Context: an optimization exercise on an open-source flow, tuned for small area and a short achievable clock period. The choices shown serve that exercise and are no tape-out recipe.
No functional check of the RTL was part of any run shown here.
Power and IR drop assume default switching activity.

[flow/config.mk]
export PLATFORM = sky130hd
export DESIGN_NAME = scarf_pat_gen_top
export DESIGN_NICKNAME = scarf_pat_gen_top
export VERILOG_FILES = /design/flow/design.v
export SDC_FILE = /design/flow/constraint.sdc
export NUM_CORES = 4
export LEC_CHECK = 0
export CAP_MARGIN = 20
export CORE_MARGIN = 2
export CORE_UTILIZATION = 60
export CTS_BUF_LIST = sky130_fd_sc_hd__clkbuf_8
export SETUP_SLACK_MARGIN = 2.5
export SLEW_MARGIN = 20
export SYNTH_HIERARCHICAL = 1
export SYNTH_MINIMUM_KEEP_SIZE = 0
export TNS_END_PERCENT = 20
[flow/constraint.sdc]
create_clock -name core_clock -period 6.0 [get_ports {clk}]
set_input_delay 1.2000 -clock core_clock [delete_from_list [all_inputs] [get_ports {clk}]]
set_output_delay 1.2000 -clock core_clock [all_outputs]
set_load 0.01 [all_outputs]
[flow/design.v]
module scarf_regmap_pat_gen
  ( input  logic        clk,
    input  logic        rst_n_sync,
    input  logic  [7:0] data_in,
    input  logic        data_in_valid,
    input  logic        data_in_finished,
    input  logic  [6:0] slave_id,
    input  logic        rnw,
    output logic  [7:0] read_data_sel,    
    output logic [12:0] end_address_pat_gen,
    output logic        enable_pat_gen,
    output logic        repeat_enable_pat_gen,
    output logic  [1:0] num_gpio_sel_pat_gen,
    output logic  [2:0] timestep_sel_pat_gen,
    output logic  [3:0] stage1_count_sel_pat_gen
    );
    parameter SLAVE_ID = 7'h01;
    logic [7:0] registers[3:0];
    logic [1:0] address;
    logic       dead;
    logic       first_byte;
    logic       byte_valid;
    assign byte_valid = (slave_id == SLAVE_ID) && data_in_valid;
    always_ff @(posedge clk, negedge rst_n_sync)
      if (~rst_n_sync)           first_byte <= 1'b1;
      else if (data_in_finished) first_byte <= 1'b1;
      else if (byte_valid)       first_byte <= 1'b0;
    always_ff @(posedge clk)
      if (byte_valid) begin
        if (first_byte) begin
          address <= data_in[1:0];
          dead    <= (data_in[3:2] != 2'b00);
        end else begin
          address <= address + 1'b1;
          if (address == 2'd3) dead <= 1'b1;
        end
      end
    always_comb
      if (first_byte) read_data_sel = {1'b0, SLAVE_ID};
      else if (dead)  read_data_sel = 8'h00;
      else            read_data_sel = registers[address];
    always_ff @(posedge clk, negedge rst_n_sync)
      if (~rst_n_sync) begin
        registers[0] <= 8'h00;
        registers[1] <= 8'h00;
        registers[2] <= 8'h00;
        registers[3] <= 8'h00;
      end else if (byte_valid && !rnw && !first_byte && !dead)
        registers[address] <= data_in;
    always_comb begin
      end_address_pat_gen      = {registers[2][4:0], registers[3]};
      enable_pat_gen           = registers[0][0];
      repeat_enable_pat_gen    = registers[0][1];
      stage1_count_sel_pat_gen = registers[0][7:4];
      num_gpio_sel_pat_gen     = registers[1][1:0];
      timestep_sel_pat_gen     = registers[1][5:3];
    end
endmodule
module pattern_gen(
    input  logic        clk,
    input  logic        rst_n,
    input  logic        enable_pat_gen,
    input  logic [12:0] end_address_pat_gen,
    input  logic  [1:0] num_gpio_sel_pat_gen,  
    input  logic  [2:0] timestep_sel_pat_gen,
    input  logic  [3:0] stage1_count_sel_pat_gen,
    input  logic        repeat_enable_pat_gen,
    output logic        pattern_active,
    output logic        pattern_done,
    output logic  [7:0] gpio_pat_gen_out,
    input  logic  [7:0] bram_read_data,
    output logic [12:0] bram_addr
    );
    logic        off;
    logic        reached_final_address;
    logic        reached_final_bit_count;
    logic        enable_pat_gen_delay;
    logic [12:0] current_address;
    logic  [2:0] bit_count;
    logic [25:0] timestep_counter;
    logic [25:0] final_timestep_count;
    logic        reached_final_timestep_count;
    logic        timestep_change;
    logic        timestep_change_delay;
    logic  [7:0] gpio_mask;
    logic  [7:0] gpio_pat_gen_comb;
    logic        enable_bit_counter;
    logic        pattern_active_hold;
    logic        reached_final_stage1_count;
    logic  [3:0] stage1_counter;
    logic  [3:0] final_stage1_count;
    logic        step;
    logic        ts_count;
    logic        ca_count;
    function automatic [25:0] carries26(input [25:0] x);
      carries26[0] = 1'b1;
      for (int i = 1; i < 26; i++) carries26[i] = carries26[i-1] & x[i-1];
    endfunction
    function automatic [12:0] carries13(input [12:0] x);
      carries13[0] = 1'b1;
      for (int i = 1; i < 13; i++) carries13[i] = carries13[i-1] & x[i-1];
    endfunction
    assign off = !enable_pat_gen && !repeat_enable_pat_gen;
    assign reached_final_address = (current_address == end_address_pat_gen);
    always_comb
      case (num_gpio_sel_pat_gen)
        2'b00: reached_final_bit_count = (bit_count == 3'd7);
        2'b01: reached_final_bit_count = (bit_count == 3'd6);
        2'b10: reached_final_bit_count = (bit_count == 3'd4);
        2'b11: reached_final_bit_count = (bit_count == 3'd0);
      endcase
    always_ff @(posedge clk)
      enable_pat_gen_delay <= enable_pat_gen;
    always_ff @(posedge clk, negedge rst_n)
      if (~rst_n)                                                                  pattern_active <= 1'b0;
      else if (off)                                                                pattern_active <= 1'b0;
      else if (repeat_enable_pat_gen || !enable_pat_gen_delay)                     pattern_active <= 1'b1;
      else if (reached_final_address && reached_final_bit_count && step && enable_bit_counter) pattern_active <= 1'b0;
    always_ff @(posedge clk)
      pattern_active_hold <= pattern_active;
    always_ff @(posedge clk, negedge rst_n)
      if (~rst_n)                                      pattern_done <= 1'b0;
      else if (off)                                    pattern_done <= 1'b0;
      else if (!pattern_active && pattern_active_hold) pattern_done <= 1'b1;
    assign step = reached_final_timestep_count;
    assign ca_count = reached_final_bit_count && step && !reached_final_address;
    always_ff @(posedge clk)
      if (off || !enable_bit_counter ||
          (reached_final_bit_count && step && reached_final_address && repeat_enable_pat_gen))
        current_address <= '0;
      else
        current_address <= current_address ^ ({13{ca_count}} & carries13(current_address));
    assign bram_addr = current_address;
    always_ff @(posedge clk)
      if (off || !pattern_active) enable_bit_counter <= 1'b0;
      else if (step)              enable_bit_counter <= 1'b1;
    always_ff @(posedge clk)
      if (off || !enable_bit_counter)                                     bit_count <= '0;
      else if (step) begin
        if (!reached_final_bit_count) begin
          case (num_gpio_sel_pat_gen)
            2'b00: bit_count <= bit_count + 3'd1;
            2'b01: bit_count <= bit_count + 3'd2;
            2'b10: bit_count <= bit_count + 3'd4;
            2'b11: ;
          endcase
        end else if (!reached_final_address || repeat_enable_pat_gen)     bit_count <= '0;
      end
    always_comb
        if (stage1_count_sel_pat_gen >= 4'd2)   final_stage1_count = stage1_count_sel_pat_gen - 4'd1;
        else if (timestep_sel_pat_gen == 3'd0)  final_stage1_count = 4'd1;  
        else                                    final_stage1_count = 4'd0;
    assign reached_final_stage1_count = (stage1_counter == final_stage1_count);
    always_ff @(posedge clk)
      if (off || !pattern_active || reached_final_stage1_count) stage1_counter <= '0;
      else                                                      stage1_counter <= stage1_counter + 1'b1;
    always_comb
      case(timestep_sel_pat_gen)
        3'd0:    final_timestep_count = 'd0;
        3'd1:    final_timestep_count = 'd10       - 1;
        3'd2:    final_timestep_count = 'd100      - 1;
        3'd3:    final_timestep_count = 'd1000     - 1;  
        3'd4:    final_timestep_count = 'd10000    - 1;
        3'd5:    final_timestep_count = 'd100000   - 1;
        3'd6:    final_timestep_count = 'd1000000  - 1;  
        3'd7:    final_timestep_count = 'd10000000 - 1;  
      endcase
    assign reached_final_timestep_count = (timestep_counter == final_timestep_count) && reached_final_stage1_count;
    assign ts_count = (timestep_sel_pat_gen != 3'd0) && reached_final_stage1_count;
    always_ff @(posedge clk)
      if (off || !pattern_active || step) timestep_counter <= '0;
      else                                timestep_counter <= timestep_counter ^ ({26{ts_count}} & carries26(timestep_counter));
    always_ff @(posedge clk)
      timestep_change <= step;
    always_ff @(posedge clk)
      timestep_change_delay <= timestep_change && pattern_active;
    always_comb
      case(num_gpio_sel_pat_gen)
        2'b00: gpio_mask = 8'b0000_0001;
        2'b01: gpio_mask = 8'b0000_0011;
        2'b10: gpio_mask = 8'b0000_1111;
        2'b11: gpio_mask = 8'b1111_1111;
      endcase
    always_comb begin
      gpio_pat_gen_comb[7] = bram_read_data[bit_count];
      for (int k = 1; k < 8; k++)
        gpio_pat_gen_comb[7-k] = (k >= bit_count) ? bram_read_data[3'(k - bit_count)] : 1'b0;
    end
    always_ff @(posedge clk, negedge rst_n)
      if (~rst_n)                     gpio_pat_gen_out <= 8'b0000_0000;
      else if (off)                   gpio_pat_gen_out <= 8'b0000_0000;
      else if (timestep_change_delay) gpio_pat_gen_out <= gpio_pat_gen_comb & gpio_mask;
endmodule
module scarf_bram
  ( input  logic        clk,
    input  logic        rst_n_sync,
    input  logic  [7:0] data_in,
    input  logic        data_in_valid,
    input  logic        data_in_finished,
    input  logic  [6:0] slave_id,
    input  logic        rnw,
    output logic  [7:0] read_data_out,
    input  logic  [7:0] scarf_bram_read_data,
    output logic  [7:0] scarf_bram_write_data,
    output logic [12:0] scarf_bram_addr,
    output logic        scarf_bram_wen,
    output logic        scarf_bram_ren
    );
    parameter SLAVE_ID = 7'h02;
    logic [1:0] byte_count;
    logic       valid_slave;
    logic       byte_valid;
    logic       addr_max;
    function automatic [12:0] carries13(input [12:0] x);
      carries13[0] = 1'b1;
      for (int i = 1; i < 13; i++) carries13[i] = carries13[i-1] & x[i-1];
    endfunction
    assign valid_slave = (slave_id == SLAVE_ID);
    assign byte_valid  = valid_slave && data_in_valid;
    assign addr_max    = &scarf_bram_addr;
    always_ff @(posedge clk, negedge rst_n_sync)
      if (~rst_n_sync)                             byte_count <= 2'd0;
      else if (data_in_finished)                   byte_count <= 2'd0;
      else if (byte_valid && (byte_count != 2'd3)) byte_count <= byte_count + 1'd1;
    always_ff @(posedge clk, negedge rst_n_sync)
      if (~rst_n_sync)                                 scarf_bram_addr       <= 13'd0;
      else if (byte_valid && (byte_count == 2'd0))     scarf_bram_addr[12:8] <= data_in[4:0];
      else if (byte_valid && (byte_count == 2'd1))     scarf_bram_addr[7:0]  <= data_in;
      else if (byte_valid && !addr_max && (rnw || (byte_count == 2'd3)))
                                                       scarf_bram_addr       <= scarf_bram_addr ^ carries13(scarf_bram_addr);
      else if (byte_count == 2'd0)                     scarf_bram_addr       <= 13'd0;
    always_ff @(posedge clk)
      scarf_bram_write_data <= data_in;
    always_ff @(posedge clk, negedge rst_n_sync)
      if (~rst_n_sync) scarf_bram_wen <= 1'b0;
      else             scarf_bram_wen <= data_in_valid && byte_count[1] && !rnw;
    always_ff @(posedge clk, negedge rst_n_sync)
      if (~rst_n_sync)                                         scarf_bram_ren <= 1'b0;
      else if (data_in_valid && (byte_count == 2'd1) && rnw)   scarf_bram_ren <= 1'b1;
      else if (byte_count == 2'd0)                             scarf_bram_ren <= 1'b0;
    always_ff @(posedge clk, negedge rst_n_sync)
      if (~rst_n_sync)              read_data_out <= 8'd0;
      else if (!valid_slave)        read_data_out <= 8'd0;
      else if (byte_count == 2'd0)  read_data_out <= {1'b0, SLAVE_ID};
      else if (scarf_bram_ren)      read_data_out <= scarf_bram_read_data;
endmodule
module scarf_pat_gen_top
( input  logic        clk,
  input  logic        rst_n_sync,
  input  logic  [7:0] data_in,
  input  logic        data_in_valid,
  input  logic        data_in_finished,
  input  logic  [6:0] slave_id,
  input  logic        rnw,
  output logic  [7:0] read_data_out,
  output logic  [7:0] gpio_pat_gen_out,
  output logic        pattern_done,
  output logic [12:0] bram_addr,
  output logic        bram_wen,
  output logic        bram_ren,
  output logic  [7:0] bram_write_data,
  input  logic  [7:0] bram_read_data
 );
  logic  [7:0] read_data_out_bram;
  logic  [7:0] read_data_sel_pat_gen;
  logic        scarf_bram_wen;
  logic        scarf_bram_ren;
  logic [12:0] scarf_bram_addr;
  logic [12:0] pat_gen_bram_addr;
  logic [12:0] end_address_pat_gen;
  logic        enable_pat_gen;
  logic        repeat_enable_pat_gen;
  logic  [1:0] num_gpio_sel_pat_gen;
  logic  [2:0] timestep_sel_pat_gen;
  logic  [3:0] stage1_count_sel_pat_gen;
  logic        pattern_active;
  scarf_read_mux u_read_mux
  ( .slave_id,
    .rnw,
    .read_data_bram (read_data_out_bram),
    .read_data_sel  (read_data_sel_pat_gen),
    .read_data_out
   );
  scarf_regmap_pat_gen
  # ( .SLAVE_ID( 7'h01 ) )
  u_scarf_regmap_pattern_gen
  ( .clk                  (clk),
    .rst_n_sync           (rst_n_sync),
    .data_in              (data_in),
    .data_in_valid        (data_in_valid),
    .data_in_finished     (data_in_finished),
    .slave_id,
    .rnw,
    .read_data_sel        (read_data_sel_pat_gen),
    .end_address_pat_gen,
    .enable_pat_gen,
    .repeat_enable_pat_gen,
    .num_gpio_sel_pat_gen,
    .timestep_sel_pat_gen,
    .stage1_count_sel_pat_gen
   );
  pattern_gen u_pattern_gen
  ( .clk                    (clk),
    .rst_n                  (rst_n_sync),
    .enable_pat_gen,
    .end_address_pat_gen,
    .num_gpio_sel_pat_gen,
    .timestep_sel_pat_gen,
    .stage1_count_sel_pat_gen,
    .repeat_enable_pat_gen,
    .pattern_active,
    .pattern_done,
    .gpio_pat_gen_out,
    .bram_read_data,
    .bram_addr              (pat_gen_bram_addr)
   );
  scarf_bram
  # ( .SLAVE_ID(7'h02) )
  u_scarf_bram
  ( .clk                   (clk),
    .rst_n_sync            (rst_n_sync),
    .data_in               (data_in),
    .data_in_valid         (data_in_valid),
    .data_in_finished      (data_in_finished),
    .slave_id,
    .rnw,
    .read_data_out         (read_data_out_bram),
    .scarf_bram_read_data  (bram_read_data),
    .scarf_bram_write_data (bram_write_data),
    .scarf_bram_addr,
    .scarf_bram_wen,
    .scarf_bram_ren
   );
  assign bram_addr = (pattern_active) ? pat_gen_bram_addr : scarf_bram_addr;
  assign bram_ren  = pattern_active | scarf_bram_ren;
  assign bram_wen  = !pattern_active & scarf_bram_wen;
endmodule
module scarf_read_mux
( input  logic [6:0] slave_id,
  input  logic       rnw,
  input  logic [7:0] read_data_bram,
  input  logic [7:0] read_data_sel,
  output logic [7:0] read_data_out
 );
  logic       id65_zero, id43_zero, id21_zero, id0_read_n, sel_n;
  logic [7:0] bram_n, sel_data_n;
  rm_nor2  u_id65 (.a(slave_id[6]), .b(slave_id[5]), .y(id65_zero));
  rm_nor2  u_id43 (.a(slave_id[4]), .b(slave_id[3]), .y(id43_zero));
  rm_nor2  u_id21 (.a(slave_id[2]), .b(slave_id[1]), .y(id21_zero));
  rm_nand2 u_id0  (.a(slave_id[0]), .b(rnw),         .y(id0_read_n));
  rm_nand4b u_sel (.a_n(id0_read_n), .b(id65_zero), .c(id43_zero), .d(id21_zero), .y(sel_n));
  assign bram_n     = ~read_data_bram;
  assign sel_data_n = ~read_data_sel;
  for (genvar i = 0; i < 8; i++) begin : g_bit
    rm_o21ai u_out (.a1(sel_n), .a2(sel_data_n[i]), .b1(bram_n[i]), .y(read_data_out[i]));
  end
endmodule
module rm_nor2 (input logic a, b, output logic y);
  assign y = ~(a | b);
endmodule
module rm_nand2 (input logic a, b, output logic y);
  assign y = ~(a & b);
endmodule
module rm_nand4b (input logic a_n, b, c, d, output logic y);
  assign y = ~(~a_n & b & c & d);
endmodule
module rm_o21ai (input logic a1, a2, b1, output logic y);
  assign y = ~((a1 | a2) & b1);
endmodule
[flow/flow/run.sh]
#!/bin/bash
# Own flow: the standard layout (standard.sh, the same ORFS steps and
# settings) with two changes:
#  - the ports' buffers are buf_2 cells instead of the resizer's default pick
#    (repair_timing still resizes them where timing needs it);
#  - if flow/abc.script exists, the synthesis's technology mapping (ABC) runs
#    that script in place of ORFS's speed script. The synthesis passes before
#    it, the flip-flop mapping, register names, flatten and renaming are
#    synth_recipe.tcl's, unchanged.
# Each tool's output goes to the ORFS logs under orfs/logs; make's own output
# goes to flow.log here.
set -euo pipefail
W=$PWD
SYNTH=$W/synth_recipe.tcl
if [[ -f flow/abc.script ]]; then
  cp flow/abc.script $W/my_abc.script
  {
    head -1 synth_recipe.tcl
    cat <<EOT
proc abc {args} {
  set i [lsearch -exact \$args -script]
  if {\$i >= 0} { set args [lreplace \$args [expr {\$i+1}] [expr {\$i+1}] $W/my_abc.script] }
  yosys abc {*}\$args
}
EOT
    tail -n +2 synth_recipe.tcl
  } > my_synth.tcl
  SYNTH=$W/my_synth.tcl
fi
EXTRA=""
[[ -f flow/make_args.txt ]] && EXTRA=$(cat flow/make_args.txt)
sed -e "s#SYNTH_SCRIPT=[^ ]*#SYNTH_SCRIPT=$SYNTH $EXTRA#" standard.sh > my_standard.sh
bash my_standard.sh > flow.log 2>&1
[flow/flow/make_args.txt]
'BUFFER_PORTS_ARGS=-buffer_cell sky130_fd_sc_hd__buf_2'
[flow/standard.sh]
#!/bin/bash
# synth_recipe.tcl (not shown) runs the flow's synth.tcl, then flattens the netlist and writes it again
# the make line also repeats each setting of config.mk as NAME=value (left out here)
make -C /OpenROAD-flow-scripts/flow DESIGN_CONFIG=/design/flow/config.mk WORK_HOME=/design/flow/orfs CLKGATE_MAP_FILE= SYNTH_SCRIPT=/design/flow/synth_recipe.tcl "${@:-finish}"
==> results of run 1 <==
-- timing repair --
| action | in CTS | in global routing |
|---|---|---|
| gates resized for setup | 5 | 0 |
| endpoints found under the setup margin | 7 | 46 |
| pin swaps | 2 | 0 |
| setup buffers | 2 | 0 |
-- modules after synthesis (local to each module, per instance), excerpt --
module,flops+latches,cells inside,area (µm²),copies in the design
rm_o21ai,0,1,5.00,8
rm_nand4b,0,1,8.76,1
scarf_read_mux,0,16,60.1,1
rm_nand2,0,1,3.75,1
pattern_gen,61,456,4010,1
scarf_pat_gen_top,0,17,223,1
rm_nor2,0,1,3.75,3
-- worst max path at each step --
stage / start / end / slack [ns] / depth (start not counted)
after detailed placement: slave_id[0] / u_scarf_bram.scarf_bram_addr[11] / 2.39 / 6
after global routing: u_scarf_regmap_pattern_gen.registers[1][4] / u_pattern_gen.timestep_counter[24] / 2.31 / 9
final: u_scarf_regmap_pattern_gen.address[0] / read_data_out[4] / 2.51 / 8
after CTS: u_scarf_regmap_pattern_gen.address[0] / read_data_out[4] / 2.50 / 8
after global placement: slave_id[0] / u_scarf_bram.scarf_bram_addr[11] / 2.43 / 6
after floorplan: slave_id[0] / u_scarf_bram.scarf_bram_addr[10] / 2.71 / 5
-- final cells by class --
type | instances | area [µm²]
repair buffers | 70 | 358
clock buffers | 17 | 234
inverters | 48 | 180
well taps | 172 | 215
fillers | 1077 | 4070
flip-flops and latches | 130 | 2970
clock inverters | 15 | 205
multi-input cells | 565 | 4490
-- state kept, by name, indices dropped and copies added, names as in the netlist --
signal                                 cells
u_scarf_regmap_pattern_gen.first_byte      1
u_pattern_gen.stage1_counter               4
u_scarf_regmap_pattern_gen.registers      32
u_pattern_gen.timestep_counter            26
u_scarf_regmap_pattern_gen.dead            1
u_pattern_gen.pattern_active_hold          1
u_pattern_gen.timestep_change_delay        1
u_pattern_gen.pattern_done                 1
u_pattern_gen.bit_count                    3
u_scarf_bram.scarf_bram_ren                1
u_scarf_bram.scarf_bram_wen                1
u_scarf_bram.byte_count                    2
u_scarf_regmap_pattern_gen.address         2
u_pattern_gen.current_address             13
u_pattern_gen.pattern_active               1
u_pattern_gen.timestep_change              1
u_scarf_bram.scarf_bram_addr              13
u_pattern_gen.enable_pat_gen_delay         1
u_scarf_bram.read_data_out                 8
u_scarf_bram.scarf_bram_write_data         8
u_pattern_gen.enable_bit_counter           1
u_pattern_gen.gpio_pat_gen_out             8
-- kinds of logic after synthesis --
| kind of cell | after synthesis | synth area share, % |
|---|---|---|
| compound gates | 124 | 11.2 |
| xor+xnor | 52 | 5.79 |
| fa+ha+maj | 44 | 7.00 |
| buf+inv | 89 | 5.36 |
| flops | 130 | 37.8 |
| mux | 83 | 13.1 |
| simple gates | 262 | 19.7 |
-- layout by cell type (no fill, tap or decap), types with 21 or more instances in the layout --
| master | count |
|---|---|
| buf_2 | 67 |
| xnor2_1 | 21 |
| a21oi_1 | 24 |
| dfrtp_1 | 67 |
| nor2_1 | 68 |
| mux2_2 | 45 |
| nand4_1 | 21 |
| inv_1 | 48 |
| nand2_1 | 44 |
| nand3_1 | 21 |
| xor2_1 | 31 |
| o21ai_0 | 23 |
| dfxtp_1 | 59 |
| ha_1 | 41 |
-- per-stage QoR --
step           total power [µW]  hold slack (ns)
5_1_grt                    1830            0.446
2_1_floorplan               920            0.412
4_1_cts                    1790            0.440
3_5_place_dp                961            0.423
6_report                   1770            0.444
3_3_place_gp                959            0.421
-- per-layer routing --
layer | track usage, % | up-vias
li1 | - | 2921
met1 | 36.0 | 3014
met2 | 45.9 | 180
met3 | 6.95 | 29
met4 | 8.63 | 2
met5 | 0 | -
-- power breakdown --
part	internal [µW]	switching (µW)	total (µW)
Clock	458	375	832
Combinational	21.1	40.7	61.9
Sequential	877	2.53	880
==> impl_metrics.yaml, run 1 <==
global_routing:
  grt_pass1_vias: 6203
  grt_pass1_wl_mm: 31.2
  antenna_found_initial: 1
  grt_max_degree: 69
  grt_usage_pct: 27.8
  gr-total-overflow: 0
place:
  dpl_worst_slack_ns: 2.39
  place_area_um2: 8190
  dp_cells: 983
  place_congestion: 0.912
  place_hpwl_mm: 13.6
  port_buffers: 67
cts:
  cts_buffer_depth: 2
  clk_pin_slew_worst_paths_ns: 0.08
  cts.sinks: 130
  hold_buffers: 0
  cts.htree.levels: 4
  cts-root-buf: "clkbuf_8"
  tritoncts: "built"
  clk_latency_ns: 0.46
  numCtsBuffers: 17
worst_setup_path:
  crit_path_end_kind: "output port"
  worst-path-buf-inv: 3
  critPathRequiredTime_ns: 4.80
  r2r-start: "u_scarf_regmap_pattern_gen.registers[1][3]"
  path_cells: "buf_4 > ha_4 > a222oi_1 > o21ai_0 > and2_1 > inv_1 > o21ai_1 > buf_2"
  rrSetupSlack_ns: 2.62
  worst-setup-path-type: "reg -> out"
  worst_r2r_endpoint: "u_pattern_gen.timestep_counter[22]"
  crit_fanout: 10
  crit_family: "compound AO/OA/AOI/OAI gates"
  crit_slowest_cell: "a222oi_1"
  cp.arrival_ns: 2.29
  cp_slowest_stage_delay_ns: 0.44
  r2r_cells: 9
  critPathLaunchType: "register"
floorplan:
  die_x_um: 119
  die_h_um: 119
  die-area_um2: 14000
  core_region_area_um2: 12700
  rows: 41
  io_pins: 68
  initial_core_util_pct: 61.9
yosys:
  yosysMostFrequentCell: "nor2_1"
  synth_edf_count: 3
  synth_seq_area_share_pct: 37.8
  synth_warnings: 10
  synth_area_um2: 7870
  synthTopCellsByCount: "nor2_1 (68), dfrtp_1 (67), dfxtp_1 (59), inv_1 (47), mux2_2 (45)"
  avgSynthCellArea_um2: 10.0
  async_reset_ff_share_pct: 52.3
  synth_area_leaders: "dfrtp_1 (21%), dfxtp_1 (15%), ha_1 (7.0%)"
  yosysTopAreaCellShare_pct: 21.3
  synth.distinct_cells: 82
  synth_seq_cells: 130
  synth_cells: 784
  syn_nets: 856
  synth_top_area_cell: "dfrtp_1"
  ys.flop_type: "dfrtp_1"
routing:
  top_layer_used: "met5"
  routedWlPerCell_um: 18.5
  vias_per_cell: 6.04
  wl_mm: 18.9
  vias: 6146
  route.met3.wl_um: 965
  drc: 0
  drt-met1-wl_mm: 8.25
  drtPass1Iterations: 5
  drt-initial-drc-count: 452
  detail-route-antenna-nets: 0
  met2WireLength_mm: 9.29
run_status:
  status: "complete, no violations"
worst_hold_path:
  hp-start: "u_pattern_gen.timestep_change"
  worstHoldPathType: "reg -> reg"
  hold_path_end: "u_pattern_gen.timestep_change_delay"
  worstHoldPathCells: 1
power:
  ir_drop_v: 0.000303
  powerDensity_nw_per_um2: 205
  leakage_uw: 0.00378
final_layout:
  diodes: 0
  final_nets: 904
  fin_util_pct: 68.0
  syn2layout_area_growth_pct: 10.0
  finalNonFillerCells: 1017
  layout-drive-gt1-share_pct: 23.3
  fin_area_um2: 8660
sta:
  period_share_pct: 58.2
  max_slew_margin_pct: 30.1
  finalMaxSlewViolations: 0
  finClkSkew_ns: 0.0157
  finalCriticalPeriod_ns: 3.49
  fmax_mhz: 286
  worstMarginPinSlew_ns: 1.05
  setup_viol: 0
  rsz0062_at_grt: "yes"
  finalSetupTns_ns: 0
  setup_ws_ns: 2.51
  hold_viol: 0
job:
  drv_cap: 0
==> run 2, diff against run 1 <==
--- a/flow/design.v
+++ b/flow/design.v
@@ -12,12 +12,14 @@
     output logic        repeat_enable_pat_gen,
     output logic  [1:0] num_gpio_sel_pat_gen,
     output logic  [2:0] timestep_sel_pat_gen,
-    output logic  [3:0] stage1_count_sel_pat_gen
+    output logic  [3:0] stage1_count_sel_pat_gen,
+    output logic  [2:0] timestep_sel_next,       
+    output logic  [3:0] stage1_count_sel_next
     );
     parameter SLAVE_ID = 7'h01;
     logic [7:0] registers[3:0];
-    logic [1:0] address;
-    logic       dead;
+    logic [7:0] registers_next[3:0];
+    logic [3:0] address;      
     logic       first_byte;
     logic       byte_valid;
     assign byte_valid = (slave_id == SLAVE_ID) && data_in_valid;
@@ -25,28 +27,33 @@
       if (~rst_n_sync)           first_byte <= 1'b1;
       else if (data_in_finished) first_byte <= 1'b1;
       else if (byte_valid)       first_byte <= 1'b0;
-    always_ff @(posedge clk)
-      if (byte_valid) begin
-        if (first_byte) begin
-          address <= data_in[1:0];
-          dead    <= (data_in[3:2] != 2'b00);
-        end else begin
-          address <= address + 1'b1;
-          if (address == 2'd3) dead <= 1'b1;
-        end
+    always_ff @(posedge clk, negedge rst_n_sync)
+      if (~rst_n_sync)           address <= 4'b0000;
+      else if (data_in_finished) address <= 4'b0000;
+      else if (byte_valid) begin
+        if (first_byte) address <= (data_in[3:2] == 2'b00) ? (4'b0001 << data_in[1:0]) : 4'b0000;
+        else            address <= {address[2:0], 1'b0};
       end
+    always_comb begin
+      read_data_sel = {7'd0, first_byte};
+      for (int k = 0; k < 4; k++)
+        read_data_sel = read_data_sel | ({8{address[k]}} & registers[k]);
+    end
     always_comb
-      if (first_byte) read_data_sel = {1'b0, SLAVE_ID};
-      else if (dead)  read_data_sel = 8'h00;
-      else            read_data_sel = registers[address];
+      for (int k = 0; k < 4; k++)
+        registers_next[k] = (byte_valid && !rnw && address[k]) ? data_in : registers[k];
     always_ff @(posedge clk, negedge rst_n_sync)
       if (~rst_n_sync) begin
         registers[0] <= 8'h00;
         registers[1] <= 8'h00;
         registers[2] <= 8'h00;
         registers[3] <= 8'h00;
-      end else if (byte_valid && !rnw && !first_byte && !dead)
-        registers[address] <= data_in;
+      end else begin
+        registers[0] <= registers_next[0];
+        registers[1] <= registers_next[1];
+        registers[2] <= registers_next[2];
+        registers[3] <= registers_next[3];
+      end
     always_comb begin
       end_address_pat_gen      = {registers[2][4:0], registers[3]};
       enable_pat_gen           = registers[0][0];
@@ -54,6 +61,8 @@
       stage1_count_sel_pat_gen = registers[0][7:4];
       num_gpio_sel_pat_gen     = registers[1][1:0];
       timestep_sel_pat_gen     = registers[1][5:3];
+      stage1_count_sel_next    = registers_next[0][7:4];
+      timestep_sel_next        = registers_next[1][5:3];
     end
 endmodule
 module pattern_gen(
@@ -65,6 +74,8 @@
     input  logic  [2:0] timestep_sel_pat_gen,
     input  logic  [3:0] stage1_count_sel_pat_gen,
     input  logic        repeat_enable_pat_gen,
+    input  logic  [2:0] timestep_sel_next,         
+    input  logic  [3:0] stage1_count_sel_next,
     output logic        pattern_active,
     output logic        pattern_done,
     output logic  [7:0] gpio_pat_gen_out,
@@ -88,7 +99,6 @@
     logic        pattern_active_hold;
     logic        reached_final_stage1_count;
     logic  [3:0] stage1_counter;
-    logic  [3:0] final_stage1_count;
     logic        step;
     logic        ts_count;
     logic        ca_count;
@@ -146,14 +156,21 @@
           endcase
         end else if (!reached_final_address || repeat_enable_pat_gen)     bit_count <= '0;
       end
+    function automatic [3:0] final_stage1(input [3:0] sel, input [2:0] ts);
+      if (sel >= 4'd2)      final_stage1 = sel - 4'd1;
+      else if (ts == 3'd0)  final_stage1 = 4'd1;  
+      else                  final_stage1 = 4'd0;
+    endfunction
+    logic [3:0] stage1_counter_next;
     always_comb
-        if (stage1_count_sel_pat_gen >= 4'd2)   final_stage1_count = stage1_count_sel_pat_gen - 4'd1;
-        else if (timestep_sel_pat_gen == 3'd0)  final_stage1_count = 4'd1;  
-        else                                    final_stage1_count = 4'd0;
-    assign reached_final_stage1_count = (stage1_counter == final_stage1_count);
+      if (off || !pattern_active || reached_final_stage1_count) stage1_counter_next = '0;
+      else                                                      stage1_counter_next = stage1_counter + 1'b1;
     always_ff @(posedge clk)
-      if (off || !pattern_active || reached_final_stage1_count) stage1_counter <= '0;
-      else                                                      stage1_counter <= stage1_counter + 1'b1;
+      stage1_counter <= stage1_counter_next;
+    always_ff @(posedge clk, negedge rst_n)
+      if (~rst_n) reached_final_stage1_count <= 1'b0;
+      else        reached_final_stage1_count <= (stage1_counter_next ==
+                                                 final_stage1(stage1_count_sel_next, timestep_sel_next));
     always_comb
       case(timestep_sel_pat_gen)
         3'd0:    final_timestep_count = 'd0;
@@ -274,6 +291,8 @@
   logic  [2:0] timestep_sel_pat_gen;
   logic  [3:0] stage1_count_sel_pat_gen;
   logic        pattern_active;
+  logic  [2:0] timestep_sel_next;
+  logic  [3:0] stage1_count_sel_next;
   scarf_read_mux u_read_mux
   ( .slave_id,
     .rnw,
@@ -297,7 +316,9 @@
     .repeat_enable_pat_gen,
     .num_gpio_sel_pat_gen,
     .timestep_sel_pat_gen,
-    .stage1_count_sel_pat_gen
+    .stage1_count_sel_pat_gen,
+    .timestep_sel_next,
+    .stage1_count_sel_next
    );
   pattern_gen u_pattern_gen
   ( .clk                    (clk),
@@ -308,6 +329,8 @@
     .timestep_sel_pat_gen,
     .stage1_count_sel_pat_gen,
     .repeat_enable_pat_gen,
+    .timestep_sel_next,
+    .stage1_count_sel_next,
     .pattern_active,
     .pattern_done,
     .gpio_pat_gen_out,
==> impl_metrics.yaml, run 2 <==
run_status:
  status: "complete, no violations"
place:
  port_buffers: 67
  place_hpwl_mm: 13.3
  place_congestion: 0.863
  place_area_um2: 8140
  dpl_worst_slack_ns: 2.11
worst_setup_path:
  critPathLaunchType: "input pin"
  cp.arrival_ns: 3.79
  worst_r2r_endpoint: "u_pattern_gen.current_address[1]"
  r2r_cells: 12
  rrSetupSlack_ns: 2.83
  crit_path_end_kind: "register"
  crit_slowest_cell: "nor4b_4"
  crit_family: "simple AND/OR/NAND/NOR gates"
  r2r-start: "u_pattern_gen.bit_count[0]"
  worst-setup-path-type: "in -> reg"
  worst-path-buf-inv: 2
  critPathRequiredTime_ns: 6.37
  crit_fanout: 8
  path_cells: "buf_2 > nor4b_4 > nand4b_4 > mux2_2 > inv_1 > ha_1 > nor4_1 > a31oi_1 > o32a_1 > nor3_1"
  cp_slowest_stage_delay_ns: 0.67
floorplan:
  rows: 41
  initial_core_util_pct: 61.6
  die_x_um: 118
  core_region_area_um2: 12600
  die-area_um2: 13900
  io_pins: 68
  die_h_um: 118
routing:
  drc: 0
  detail-route-antenna-nets: 0
  drtPass1Iterations: 4
  routedWlPerCell_um: 18.1
  wl_mm: 18.3
  vias_per_cell: 5.98
  drt-initial-drc-count: 424
  vias: 6037
sta:
  period_share_pct: 57.0
  fmax_mhz: 293
  finalSetupTns_ns: 0
  setup_viol: 0
  worstMarginPinSlew_ns: 0.989
  rsz0062_at_grt: "yes"
  finClkSkew_ns: 0.0122
  setup_ws_ns: 2.58
  hold_slack_ns: 0.440
  finalCriticalPeriod_ns: 3.42
  hold_viol: 0
  finalMaxSlewViolations: 0
  max_slew_margin_pct: 34.1
worst_hold_path:
  hold_path_end: "u_pattern_gen.timestep_change_delay"
  hp-start: "u_pattern_gen.timestep_change"
  worstHoldPathCells: 1
  worstHoldPathType: "reg -> reg"
final_layout:
  fin_area_um2: 8610
  final_common_cell: "nor2_1"
  diodes: 0
  layout-drive-gt1-share_pct: 23.6
  largest_register_ffs: 32
  largest-register: "u_scarf_regmap_pattern_gen.registers"
  fin_util_pct: 68.2
  final_nets: 893
  reg.largest.list: "u_scarf_regmap_pattern_gen.registers: 32 flops, u_pattern_gen.timestep_counter: 26 flops"
  nFillCells: 1033
  syn2layout_area_growth_pct: 10.7
  layout_common_cells: "nor2_1 (73), dfrtp_1 (72), buf_2 (66), dfxtp_1 (59), nand2_1 (47)"
cts:
  cts.sinks: 132
  cts_buffer_depth: 2
  clk_pin_slew_worst_paths_ns: 0.08
  cts.htree.levels: 4
  cts_setup_buffers: 0
  numCtsBuffers: 17
  cts-root-buf: "clkbuf_8"
  tritoncts: "built"
  clk_latency_ns: 0.45
global_routing:
  gr-usage-met1_pct: 36.3
  gr-total-overflow: 0
  grt_usage_pct: 27.8
  grt_max_degree: 74
  use_met2_pct: 46.5
  grt_pass1_vias: 6055
  grt_pass1_wl_mm: 30.9
  top_usage_layer: "met2"
  antenna_found_initial: 0
  grtUsageMet3_pct: 6.35
yosys:
  avgSynthCellArea_um2: 10.0
  synth_cells: 774
  synth_warnings: 11
  synth_area_um2: 7770
  syn_nets: 842
power:
  ir_drop_v: 0.000266
  powerDensity_nw_per_um2: 211
  leakage_uw: 0.00382
job:
  drv_cap: 0
## run 2: power by group
part           internal [µW]  switching (µW)
Clock                    517             348
Sequential               887            2.01
Combinational           20.4            39.6
## run 2: final cells by class
type | instances | area, µm² | area share, %
multi-input combinational | 561 | 4410 | 51.2
sequential | 132 | 3010 | 35.0
timing repair buffer | 67 | 338 | 3.92
clock buffer | 23 | 317 | 3.68
tap | 172 | 215 | 2.50
inverter | 46 | 173 | 2.01
clock inverter | 9 | 149 | 1.73
## run 2: timing repair
action / in CTS / in global routing
setup endpoints to repair: 0 / 32
hold buffers: 0 / 0
resized for setup: 0 / 1
## run 2: worst max path at each step
stage	startpoint	end	slack, ns	cells past startpoint
finish	slave_id[2]	u_pattern_gen.reached_final_stage1_count	2.58	10
global route	rnw	read_data_out[7]	2.45	5
CTS	rnw	read_data_out[5]	2.57	5
detailed placement	slave_id[2]	u_pattern_gen.reached_final_stage1_count	2.11	10
global placement	slave_id[2]	u_pattern_gen.reached_final_stage1_count	2.19	10
floorplan	slave_id[2]	u_pattern_gen.reached_final_stage1_count	2.52	9
## run 2: layer usage
| layer | vias to the layer above | part of all wire, % |
|---|---|---|
| li1 | 2893 | - |
| met1 | 2974 | 45 |
| met2 | 142 | 49 |
| met3 | 28 | 4.3 |
| met4 | 0 | 1.7 |
| met5 | - | 0 |
## run 2: per-stage QoR
step / total power (µW) / cells
3_3_place_gp: 966 / 978
6_report: 1810 / 1010
5_1_grt: 1880 / 1010
2_1_floorplan: 927 / 774
3_5_place_dp: 967 / 978
4_1_cts: 1830 / 1010
==> run 3, diff against run 2 <==
--- a/flow/config.mk
+++ b/flow/config.mk
@@ -9,7 +9,7 @@
 export CORE_MARGIN = 2
 export CORE_UTILIZATION = 60
 export CTS_BUF_LIST = sky130_fd_sc_hd__clkbuf_8
-export SETUP_SLACK_MARGIN = 2.5
+export SETUP_SLACK_MARGIN = 2.9
 export SLEW_MARGIN = 20
 export SYNTH_HIERARCHICAL = 1
 export SYNTH_MINIMUM_KEEP_SIZE = 0
==> impl_metrics.yaml, run 3 <==
floorplan:
  rows: 41
  die_x_um: 118
  die-area_um2: 13900
  initial_core_util_pct: 61.6
  die_h_um: 118
  io_pins: 68
  core_region_area_um2: 12600
worst_setup_path:
  crit_path_end_kind: "output port"
  crit_slowest_cell: "dfrtp_1"
  path_cells: "mux2_2 > buf_2"
  worst-path-buf-inv: 1
  crit_fanout: 20
  cp.arrival_ns: 2.02
  worst-setup-path-type: "reg -> out"
  critPathLaunchType: "register"
  critPathRequiredTime_ns: 4.80
  crit_family: "flip-flops"
  cp_slowest_stage_delay_ns: 0.99
cts:
  cts.sinks: 132
  cts.htree.levels: 4
  numCtsBuffers: 17
  clk_latency_ns: 0.45
  cts-root-buf: "clkbuf_8"
  hold_buffers: 0
  clk_pin_slew_worst_paths_ns: 0.07
  cts_buffer_depth: 2
  tritoncts: "built"
routing:
  drtPass1Iterations: 5
  drt-initial-drc-count: 486
  wl_mm: 18.8
  vias: 6137
  routedWlPerCell_um: 18.4
  detail-route-antenna-nets: 0
  vias_per_cell: 6.02
  drc: 0
place:
  dp_cells: 978
  place_congestion: 0.860
  place_hpwl_mm: 13.4
  port_buffers: 67
sta:
  fmax_mhz: 311
  finClkSkew_ns: 0.0113
  finalSetupTns_ns: 0
  hold_viol: 0
  finalMaxSlewViolations: 0
  finalCriticalPeriod_ns: 3.22
  rsz0062_at_grt: "yes"
  worstMarginPinSlew_ns: 0.999
  setup_viol: 0
  period_share_pct: 53.6
  hold_slack_ns: 0.441
  max_slew_margin_pct: 33.4
final_layout:
  layout_common_cells: "dfrtp_1 (70), nor2_1 (69), buf_2 (58), dfxtp_1 (57), nand2_1 (47)"
  final_nets: 903
  reg.largest.list: "u_scarf_regmap_pattern_gen.registers: 32 flops, u_pattern_gen.timestep_counter: 26 flops"
  diodes: 0
  largest_register_ffs: 32
  finalNonFillerCells: 1020
  largest-register: "u_scarf_regmap_pattern_gen.registers"
  layout-drive-gt1-share_pct: 26.8
  nFillCells: 1010
  syn2layout_area_growth_pct: 13.0
  final_common_cell: "dfrtp_1"
global_routing:
  grt_pass1_vias: 6003
  gr-total-overflow: 0
  antenna_found_initial: 0
  grt_max_degree: 74
  grt_pass1_wl_mm: 31.0
  grt_usage_pct: 27.8
power:
  powerDensity_nw_per_um2: 192
  ir_drop_v: 0.000239
  p_total_uw: 1690
  leakage_uw: 0.00389
yosys:
  avgSynthCellArea_um2: 10.0
  synth_cells: 774
  synth_area_um2: 7770
  synth_warnings: 11
  syn_nets: 842
job:
  drv_cap: 0
run_status:
  status: "complete, no violations"
worst_hold_path:
  worstHoldPathType: "reg -> reg"
run 3: power by group:
group	total, µW	internal, µW	switching [µW]
Combinational	69.0	27.6	41.5
Sequential	889	887	2.06
Clock	728	382	345
run 3: what timing repair did:
item	4_1_cts	5_1_grt
resized for setup	35	11
setup endpoints to repair	55	69
buffers inserted	2	7
pin swaps	6	4
gates cloned	0	1
run 3: metrics by stage:
| stage | util, % | setup slack, ns | cell area [µm²] |
|---|---|---|---|
| 5_1_grt | 69.6 | 2.68 | 8780 |
| 4_1_cts | 68.8 | 2.75 | 8690 |
| 3_5_place_dp | 64.8 | 2.24 | 8170 |
| 6_report | 69.6 | 2.78 | 8780 |
| 3_3_place_gp | 64.8 | 2.33 | 8170 |
| 2_1_floorplan | - | 2.65 | 7830 |
run 3: worst paths after layout:
kind                                                 start                                          to  slack (ns)  depth (start not counted)
setup / recovery              u_pattern_gen.pattern_active                               bram_addr[10]        2.78                          2
hold / removal               u_pattern_gen.timestep_change         u_pattern_gen.timestep_change_delay        0.44                          1
setup reg to reg           u_scarf_bram.scarf_bram_addr[0]            u_scarf_bram.scarf_bram_addr[11]        2.82                         13
hold reg to reg              u_pattern_gen.timestep_change         u_pattern_gen.timestep_change_delay        0.44                          1
max in group asynchronous                       rst_n_sync  u_scarf_regmap_pattern_gen.registers[1][3]        4.43                          1
min in group asynchronous                       rst_n_sync                u_pattern_gen.pattern_active        0.86                          1
run 3: layout make-up:
type                            instances  area (µm²)  share of cell area [%]
Multi-Input combinational cell        562        4510                    51.4
Sequential cell                       132        3010                    34.3
Timing Repair Buffer                   76         484                    5.51
Clock buffer                           19         262                    2.98
Tap cell                              172         215                    2.45
Inverter                               46         175                    1.99
Clock inverter                         13         118                    1.34
run 3: layer usage:
metal	global-route usage (%)	wire length, µm	vias to the layer above
met5	0	0	-
met4	6.25	185	0
met1	35.9	8380	3044
met3	5.23	705	14
met2	48.4	9510	147
li1	-	-	2932
==> run 4, diff against run 3 <==
--- a/flow/design.v
+++ b/flow/design.v
@@ -198,10 +198,12 @@
         2'b10: gpio_mask = 8'b0000_1111;
         2'b11: gpio_mask = 8'b1111_1111;
       endcase
+    logic [7:0] read_data_shifted;
+    assign read_data_shifted = bram_read_data << bit_count;
     always_comb begin
       gpio_pat_gen_comb[7] = bram_read_data[bit_count];
       for (int k = 1; k < 8; k++)
-        gpio_pat_gen_comb[7-k] = (k >= bit_count) ? bram_read_data[3'(k - bit_count)] : 1'b0;
+        gpio_pat_gen_comb[7-k] = read_data_shifted[k];
     end
     always_ff @(posedge clk, negedge rst_n)
       if (~rst_n)                     gpio_pat_gen_out <= 8'b0000_0000;
@@ -228,6 +230,7 @@
     logic       valid_slave;
     logic       byte_valid;
     logic       addr_max;
+    logic       addr_inc;
     function automatic [12:0] carries13(input [12:0] x);
       carries13[0] = 1'b1;
       for (int i = 1; i < 13; i++) carries13[i] = carries13[i-1] & x[i-1];
@@ -239,12 +242,12 @@
       if (~rst_n_sync)                             byte_count <= 2'd0;
       else if (data_in_finished)                   byte_count <= 2'd0;
       else if (byte_valid && (byte_count != 2'd3)) byte_count <= byte_count + 1'd1;
+    assign addr_inc = byte_valid && byte_count[1] && !addr_max && (rnw || byte_count[0]);
     always_ff @(posedge clk, negedge rst_n_sync)
       if (~rst_n_sync)                                 scarf_bram_addr       <= 13'd0;
       else if (byte_valid && (byte_count == 2'd0))     scarf_bram_addr[12:8] <= data_in[4:0];
       else if (byte_valid && (byte_count == 2'd1))     scarf_bram_addr[7:0]  <= data_in;
-      else if (byte_valid && !addr_max && (rnw || (byte_count == 2'd3)))
-                                                       scarf_bram_addr       <= scarf_bram_addr ^ carries13(scarf_bram_addr);
+      else if (addr_inc)                               scarf_bram_addr       <= scarf_bram_addr ^ ({13{addr_inc}} & carries13(scarf_bram_addr));
       else if (byte_count == 2'd0)                     scarf_bram_addr       <= 13'd0;
     always_ff @(posedge clk)
       scarf_bram_write_data <= data_in;
==> flow/flow/make_args.txt (replaced) <==
'BUFFER_PORTS_ARGS=-buffer_cell sky130_fd_sc_hd__buf_2' 'DONT_USE_CELLS=sky130_fd_sc_hd__probe_p_8 sky130_fd_sc_hd__probec_p_8 sky130_fd_sc_hd__lpflow_bleeder_1 sky130_fd_sc_hd__lpflow_clkbufkapwr_1 sky130_fd_sc_hd__lpflow_clkbufkapwr_16 sky130_fd_sc_hd__lpflow_clkbufkapwr_2 sky130_fd_sc_hd__lpflow_clkbufkapwr_4 sky130_fd_sc_hd__lpflow_clkbufkapwr_8 sky130_fd_sc_hd__lpflow_clkinvkapwr_1 sky130_fd_sc_hd__lpflow_clkinvkapwr_16 sky130_fd_sc_hd__lpflow_clkinvkapwr_2 sky130_fd_sc_hd__lpflow_clkinvkapwr_4 sky130_fd_sc_hd__lpflow_clkinvkapwr_8 sky130_fd_sc_hd__lpflow_decapkapwr_12 sky130_fd_sc_hd__lpflow_decapkapwr_3 sky130_fd_sc_hd__lpflow_decapkapwr_4 sky130_fd_sc_hd__lpflow_decapkapwr_6 sky130_fd_sc_hd__lpflow_decapkapwr_8 sky130_fd_sc_hd__lpflow_inputiso0n_1 sky130_fd_sc_hd__lpflow_inputiso0p_1 sky130_fd_sc_hd__lpflow_inputiso1n_1 sky130_fd_sc_hd__lpflow_inputiso1p_1 sky130_fd_sc_hd__lpflow_inputisolatch_1 sky130_fd_sc_hd__lpflow_isobufsrc_1 sky130_fd_sc_hd__lpflow_isobufsrc_16 sky130_fd_sc_hd__lpflow_isobufsrc_2 sky130_fd_sc_hd__lpflow_isobufsrc_4 sky130_fd_sc_hd__lpflow_isobufsrc_8 sky130_fd_sc_hd__lpflow_isobufsrckapwr_16 sky130_fd_sc_hd__lpflow_lsbuf_lh_hl_isowell_tap_1 sky130_fd_sc_hd__lpflow_lsbuf_lh_hl_isowell_tap_2 sky130_fd_sc_hd__lpflow_lsbuf_lh_hl_isowell_tap_4 sky130_fd_sc_hd__lpflow_lsbuf_lh_isowell_4 sky130_fd_sc_hd__lpflow_lsbuf_lh_isowell_tap_1 sky130_fd_sc_hd__lpflow_lsbuf_lh_isowell_tap_2 sky130_fd_sc_hd__lpflow_lsbuf_lh_isowell_tap_4  sky130_fd_sc_hd__a2111o_1 sky130_fd_sc_hd__a2111o_2 sky130_fd_sc_hd__a2111o_4 sky130_fd_sc_hd__a2111oi_0 sky130_fd_sc_hd__a2111oi_1 sky130_fd_sc_hd__a2111oi_2 sky130_fd_sc_hd__a2111oi_4 sky130_fd_sc_hd__nor4_1 sky130_fd_sc_hd__nor4_2 sky130_fd_sc_hd__nor4_4 sky130_fd_sc_hd__nor4b_1 sky130_fd_sc_hd__nor4b_2 sky130_fd_sc_hd__nor4b_4 sky130_fd_sc_hd__nor4bb_1 sky130_fd_sc_hd__nor4bb_2 sky130_fd_sc_hd__nor4bb_4 sky130_fd_sc_hd__o2111a_1 sky130_fd_sc_hd__o2111a_2 sky130_fd_sc_hd__o2111a_4 sky130_fd_sc_hd__o2111ai_1 sky130_fd_sc_hd__o2111ai_2 sky130_fd_sc_hd__o2111ai_4 sky130_fd_sc_hd__or4_1 sky130_fd_sc_hd__or4_2 sky130_fd_sc_hd__or4_4 sky130_fd_sc_hd__or4b_1 sky130_fd_sc_hd__or4b_2 sky130_fd_sc_hd__or4b_4 sky130_fd_sc_hd__or4bb_1 sky130_fd_sc_hd__or4bb_2 sky130_fd_sc_hd__or4bb_4 '
==> impl_metrics.yaml, run 4 <==
floorplan:
  die_x_um: 117
  initial_core_util_pct: 61.4
  rows: 41
  die-area_um2: 13800
  die_h_um: 117
  io_pins: 68
  core_region_area_um2: 12600
place:
  place_hpwl_mm: 13.2
  port_buffers: 67
  place_congestion: 0.902
worst_setup_path:
  crit_slowest_cell: "buf_6"
  path_cells: "buf_6 > nor2_4 > nand4b_1 > buf_6 > o21ai_1 > buf_2"
  r2r-start: "u_scarf_regmap_pattern_gen.registers[1][0]"
  crit_start: "slave_id[6]"
  cp.arrival_ns: 1.94
  worst-setup-path-type: "in -> out"
  critPathRequiredTime_ns: 4.80
  critPathLaunchType: "input pin"
  crit_path_end_kind: "output port"
  crit_fanout: 8
  rrSetupSlack_ns: 3.02
  cp_common_cell: "buf_6"
  cp_slowest_stage_delay_ns: 0.16
  r2r_cells: 10
  worst_r2r_endpoint: "u_pattern_gen.current_address[9]"
  critPathCapture: "read_data_out[0]"
global_routing:
  grt_usage_pct: 27.4
  gr-total-overflow: 0
  grt_max_degree: 74
  grt_pass1_wl_mm: 30.4
  antenna_found_initial: 0
  grt_pass1_vias: 6114
routing:
  top_layer_used: "met4"
  drtPass1Iterations: 7
  wl_mm: 18.5
  met2WireLength_mm: 9.17
  detail-route-antenna-nets: 0
  routedWlPerCell_um: 17.3
  vias: 6207
  drc: 0
  vias_per_cell: 5.82
  route.met3.wl_um: 867
  drt-initial-drc-count: 352
  drt-met1-wl_mm: 8.00
sta:
  setup_viol: 0
  fmax_mhz: 319
  finalSetupTns_ns: 0
  rsz0062_at_grt: "yes"
  worstMarginPinSlew_ns: 0.970
  period_share_pct: 52.3
  finClkSkew_ns: 0.0112
  hold_viol: 0
  max_slew_margin_pct: 35.4
  finalMaxSlewViolations: 0
  finalCriticalPeriod_ns: 3.14
run_status:
  status: "complete, no violations"
yosys:
  synth_cells: 829
  synth_area_um2: 7720
  avgSynthCellArea_um2: 9.31
  synth_warnings: 11
  syn_nets: 878
final_layout:
  layout_common_cells: "nor2_1 (88), dfrtp_1 (71), nand2_1 (60), dfxtp_1 (59), buf_2 (58)"
  syn2layout_area_growth_pct: 11.9
  layout-drive-gt1-share_pct: 22.0
  diodes: 0
  multi_input_area_um2: 4340
  final_nets: 931
  reg.largest.list: "u_scarf_regmap_pattern_gen.registers: 32 flops, u_pattern_gen.timestep_counter: 26 flops"
  nFillCells: 1036
  regArea_um2: 3010
  largest-register: "u_scarf_regmap_pattern_gen.registers"
  final_common_cell: "nor2_1"
  largest_register_ffs: 32
  fin_util_pct: 68.7
cts:
  clk_latency_ns: 0.46
  clk_pin_slew_worst_paths_ns: 0.07
  cts.htree.levels: 4
  cts-root-buf: "clkbuf_8"
  cts.sinks: 132
  hold_buffers: 0
  tritoncts: "built"
  numCtsBuffers: 17
  cts_buffer_depth: 2
power:
  ir_drop_v: 0.000190
  p_int_uw: 1320
  switching_share_pct: 22.8
  seq_power_share_pct: 52.1
  clockPowerShare_pct: 43.9
  powerDensity_nw_per_um2: 198
  leakage_uw: 0.00358
  switching_power_uw: 389
  comb_power_share_pct: 4.0
job:
  drv_cap: 0
worst_hold_path:
  worstHoldPathType: "reg -> reg"
## run 4: power groups by stage
| stage | Combinational [µW] | Sequential, µW | Clock, µW |
|---|---|---|---|
| after global placement | 59.0 | 908 | 0 |
| after floorplan | 19.3 | 908 | 0 |
| after CTS | 67.5 | 889 | 760 |
| after detailed placement | 60.5 | 908 | 0 |
| final | 67.7 | 890 | 750 |
| after global routing | 73.9 | 889 | 803 |
## run 4: metrics by stage
step / setup slack (ns) / cells / area, µm² / hold WS [ns] / total power, µW
after floorplan: 2.90 / 829 / 7770 / 0.412 / 928
after global placement: 2.47 / 1024 / 8060 / 0.424 / 967
after detailed placement: 2.38 / 1024 / 8060 / 0.422 / 968
after CTS: 2.75 / 1058 / 8570 / 0.448 / 1720
after global routing: 2.76 / 1067 / 8640 / 0.461 / 1770
final: 2.86 / 1067 / 8640 / 0.441 / 1710
## run 4: worst min path at each step
stage	from	endpoint	slack [ns]	cells after the start
2_1_floorplan	u_pattern_gen.timestep_change	u_pattern_gen.timestep_change_delay	0.41	1
3_3_place_gp	u_pattern_gen.timestep_change	u_pattern_gen.timestep_change_delay	0.42	1
3_5_place_dp	u_pattern_gen.timestep_change	u_pattern_gen.timestep_change_delay	0.42	1
4_1_cts	u_pattern_gen.timestep_change	u_pattern_gen.timestep_change_delay	0.45	1
5_1_grt	u_pattern_gen.timestep_change	u_pattern_gen.timestep_change_delay	0.46	1
6_report	u_pattern_gen.timestep_change	u_pattern_gen.timestep_change_delay	0.44	1
## run 4: timing repair
item / 4_1_cts / 5_1_grt
pin swaps: 5 / 1
gates cloned: 0 / 0
buffers inserted: 2 / 9
endpoints found under the hold margin: 0 / 0
gates resized for setup: 29 / 1
endpoints found under the setup margin: 49 / 50
## run 4: final cells by class
class / count / share of cell area [%]
flip-flops and latches: 132 / 34.9
well taps: 172 / 2.49
repair buffers: 78 / 5.68
clock buffers: 21 / 3.35
clock inverters: 11 / 1.26
inverters: 49 / 2.13
multi-input cells: 604 / 50.2
## run 4: worst max-delay path: cells and delay by family
| family | cells | cell delay [ns] |
|---|---|---|
| buf+inv | 3 | 0.41 |
| simple gates | 2 | 0.22 |
| compound gates | 1 | 0.11 |
## run 4: routing by layer
metal | vias to the layer above | track usage (%)
met5 | - | 0
met4 | 0 | 9.34
li1 | 3006 | -
met3 | 37 | 5.50
met1 | 2983 | 34.7
met2 | 181 | 46.8
==> run 5, diff against run 4 <==
--- a/flow/config.mk
+++ b/flow/config.mk
@@ -9,7 +9,7 @@
 export CORE_MARGIN = 2
 export CORE_UTILIZATION = 60
 export CTS_BUF_LIST = sky130_fd_sc_hd__clkbuf_8
-export SETUP_SLACK_MARGIN = 2.9
+export SETUP_SLACK_MARGIN = 3.1
 export SLEW_MARGIN = 20
 export SYNTH_HIERARCHICAL = 1
 export SYNTH_MINIMUM_KEEP_SIZE = 0
==> impl_metrics.yaml, run 5 <==
run_status:
  status: "complete, no violations"
final_layout:
  largest-register: "u_scarf_regmap_pattern_gen.registers"
  multi_input_area_um2: 4370
  finalNonFillerCells: 1065
  reg.largest.list: "u_scarf_regmap_pattern_gen.registers: 32 flops, u_pattern_gen.timestep_counter: 26 flops"
  final_nets: 929
  regArea_um2: 3020
  layout_common_cells: "nor2_1 (88), dfrtp_1 (68), nand2_1 (60), buf_2 (58), dfxtp_1 (58)"
  largest_register_ffs: 32
  syn2layout_area_growth_pct: 12.1
  layout-drive-gt1-share_pct: 23.2
  nFillCells: 1014
  final_common_cell: "nor2_1"
  diodes: 0
  fin_area_um2: 8650
sta:
  hold_viol: 0
  worstMarginPinSlew_ns: 0.996
  finalSetupTns_ns: 0
  setup_viol: 0
  setup_ws_ns: 2.84
  finClkSkew_ns: 0.0165
  period_share_pct: 52.6
  rsz0062_at_grt: "yes"
  finalCriticalPeriod_ns: 3.16
  finalMaxSlewViolations: 0
  max_slew_margin_pct: 33.6
  fmax_mhz: 317
floorplan:
  die_h_um: 117
  core_region_area_um2: 12600
  die_x_um: 117
  rows: 41
  die-area_um2: 13800
  initial_core_util_pct: 61.4
  io_pins: 68
global_routing:
  grt_pass1_vias: 6149
  antenna_found_initial: 0
  grt_pass1_wl_mm: 30.4
  grt_max_degree: 74
  grt_usage_pct: 27.4
  gr-total-overflow: 0
place:
  port_buffers: 67
  place_congestion: 0.904
  dp_cells: 1024
  place_hpwl_mm: 13.1
  dpl_worst_slack_ns: 2.39
  place_area_um2: 8060
worst_hold_path:
  worstHoldPathCells: 1
  hold_path_end: "u_pattern_gen.timestep_change_delay"
  worstHoldPathType: "reg -> reg"
  hp-start: "u_pattern_gen.timestep_change"
worst_setup_path:
  critPathLaunchType: "input pin"
  crit_family: "buffers and inverters"
  crit_slowest_cell: "buf_6"
  rrSetupSlack_ns: 3.33
  worst_r2r_endpoint: "u_pattern_gen.current_address[3]"
  cp.arrival_ns: 1.96
  critPathRequiredTime_ns: 4.80
  cp_common_cell: "buf_6"
  worst-path-buf-inv: 3
  crit_path_end_kind: "output port"
  cp_slowest_stage_delay_ns: 0.17
  path_cells: "buf_6 > nor2_4 > nand4b_1 > buf_6 > o21ai_1 > buf_2"
  r2r_cells: 10
  crit_fanout: 8
  r2r-start: "u_scarf_regmap_pattern_gen.registers[1][1]"
  worst-setup-path-type: "in -> out"
power:
  clockPowerShare_pct: 43.1
  powerDensity_nw_per_um2: 194
  switching_power_uw: 380
  comb_power_share_pct: 4.0
  switching_share_pct: 22.6
  ir_drop_v: 0.000192
  p_int_uw: 1300
  leakage_uw: 0.00359
  p_total_uw: 1680
  seq_power_share_pct: 52.9
job:
  drv_cap: 0
cts:
  cts.sinks: 132
  tritoncts: "built"
  cts_buffer_depth: 2
  clk_latency_ns: 0.46
  cts.htree.levels: 4
  cts-root-buf: "clkbuf_8"
  clk_pin_slew_worst_paths_ns: 0.06
  numCtsBuffers: 17
yosys:
  synth_warnings: 11
  syn_nets: 878
  avgSynthCellArea_um2: 9.31
  synth_cells: 829
  synth_area_um2: 7720
routing:
  detail-route-antenna-nets: 0
  vias_per_cell: 5.84
  wl_mm: 18.5
  drtPass1Iterations: 5
  drc: 0
  drt-initial-drc-count: 425
  vias: 6219
  routedWlPerCell_um: 17.3
-- run 5: cell types whose count changed in the layout (fill, tap and decap cells not counted), sizes merged --
cell / change
clkbuf: -1
clkinv: -2
inv: +5
clkinvlp: -2
buf: -2
-- run 5: worst register-to-register path: stages (launching register included) --
cell and delay, ns:
dfrtp_1 0.44, inv_1 0.09, ha_1 0.34, inv_1 0.08, ha_1 0.27, nand2_1 0.08
o31ai_4 0.36, buf_4 0.22, nand4_4 0.19, or3_1 0.40, a21oi_1 0.14
-- run 5: power by group through the flow --
stage,clock (µW),sequential (µW),combinational [µW]
after floorplan,0,908,19.3
after CTS,740,889,67.1
after detailed placement,0,908,60.9
after global routing,773,889,74.2
final,725,890,67.8
after global placement,0,908,59.0
-- run 5: per-layer routing --
layer  GRT usage [%]  vias to the layer above  wire (µm)
li1                -                     2996          -
met1            34.7                     3014       8050
met2            46.2                      177       9170
met3            5.59                       32        842
met4            10.6                        0        412
met5               0                        -          0
-- run 5: what timing repair did --
item,4_1_cts,5_1_grt
endpoints found under the setup margin,63,52
hold buffers,0,0
pin swaps,10,10
buffers inserted,2,7
resized for setup,31,14
-- run 5: cell type report --
cell class	instances	share of cell area, %
timing repair buffer	76	5.60
tap	172	2.49
inverter	49	2.15
clock buffer	20	3.18
clock inverter	12	1.20
multi-input combinational	604	50.5
sequential	132	34.9
-- run 5: how the worst max path moves through the flow --
stage          slack [ns]  depth (start not counted)         from                                  endpoint
6_report             2.84                          6  slave_id[5]                          read_data_out[1]
5_1_grt              2.79                          6  slave_id[5]                          read_data_out[2]
4_1_cts              2.88                          6  slave_id[2]                          read_data_out[0]
3_5_place_dp         2.39                         12  slave_id[0]  u_pattern_gen.reached_final_stage1_count
3_3_place_gp         2.49                         12  slave_id[5]  u_pattern_gen.reached_final_stage1_count
2_1_floorplan        2.91                         10  slave_id[0]  u_pattern_gen.reached_final_stage1_count
-- run 5: per-stage QoR --
| stage | hold WS, ns | utilization, % |
|---|---|---|
| 2_1_floorplan | 0.412 | - |
| 3_3_place_gp | 0.424 | 64.1 |
| 3_5_place_dp | 0.425 | 64.1 |
| 4_1_cts | 0.443 | 68.1 |
| 5_1_grt | 0.474 | 68.9 |
| 6_report | 0.437 | 68.9 |

## afterwards: timing with drivers on the ports
Ports are ideal in the flow. The routed layouts listed here were re-timed in OpenROAD. Step 1: set_driving_cell puts a clkbuf_16 on clk and a buf_2 on each other input, an assumption about the parent block. Step 2 also shifts input and output timing later by t, the mid clock arrival at the registers, as if the neighbouring blocks saw the same clock. Slacks: ideal / step 1 / step 2; pairs: ideal / step 1.
run | t, ns | setup WS [ns] | worst setup path at the end | latest minus earliest clock arrival (ns) | slew at the worst register clock pin (ns)
run 1 | 0.497 | 2.505 / 2.465 / 2.329 | input to register | 0.017 / 0.017 | 0.09 / 0.09
run 2 | 0.484 | 2.582 / 2.556 / 2.103 | input to register | 0.015 / 0.016 | 0.08 / 0.08
run 3 | 0.483 | 2.785 / 2.747 / 2.319 | input to register | 0.014 / 0.014 | 0.08 / 0.08
run 4 | 0.489 | 2.862 / 2.822 / 2.519 | input to register | 0.012 / 0.012 | 0.08 / 0.08
run 5 | 0.484 | 2.841 / 2.799 / 2.547 | input to register | 0.017 / 0.017 | 0.08 / 0.08
After both steps setup and hold are still met in every run listed. The setup slack of run 2, which loses most, moves by -0.026 ns with the drivers and by -0.479 ns with both steps.
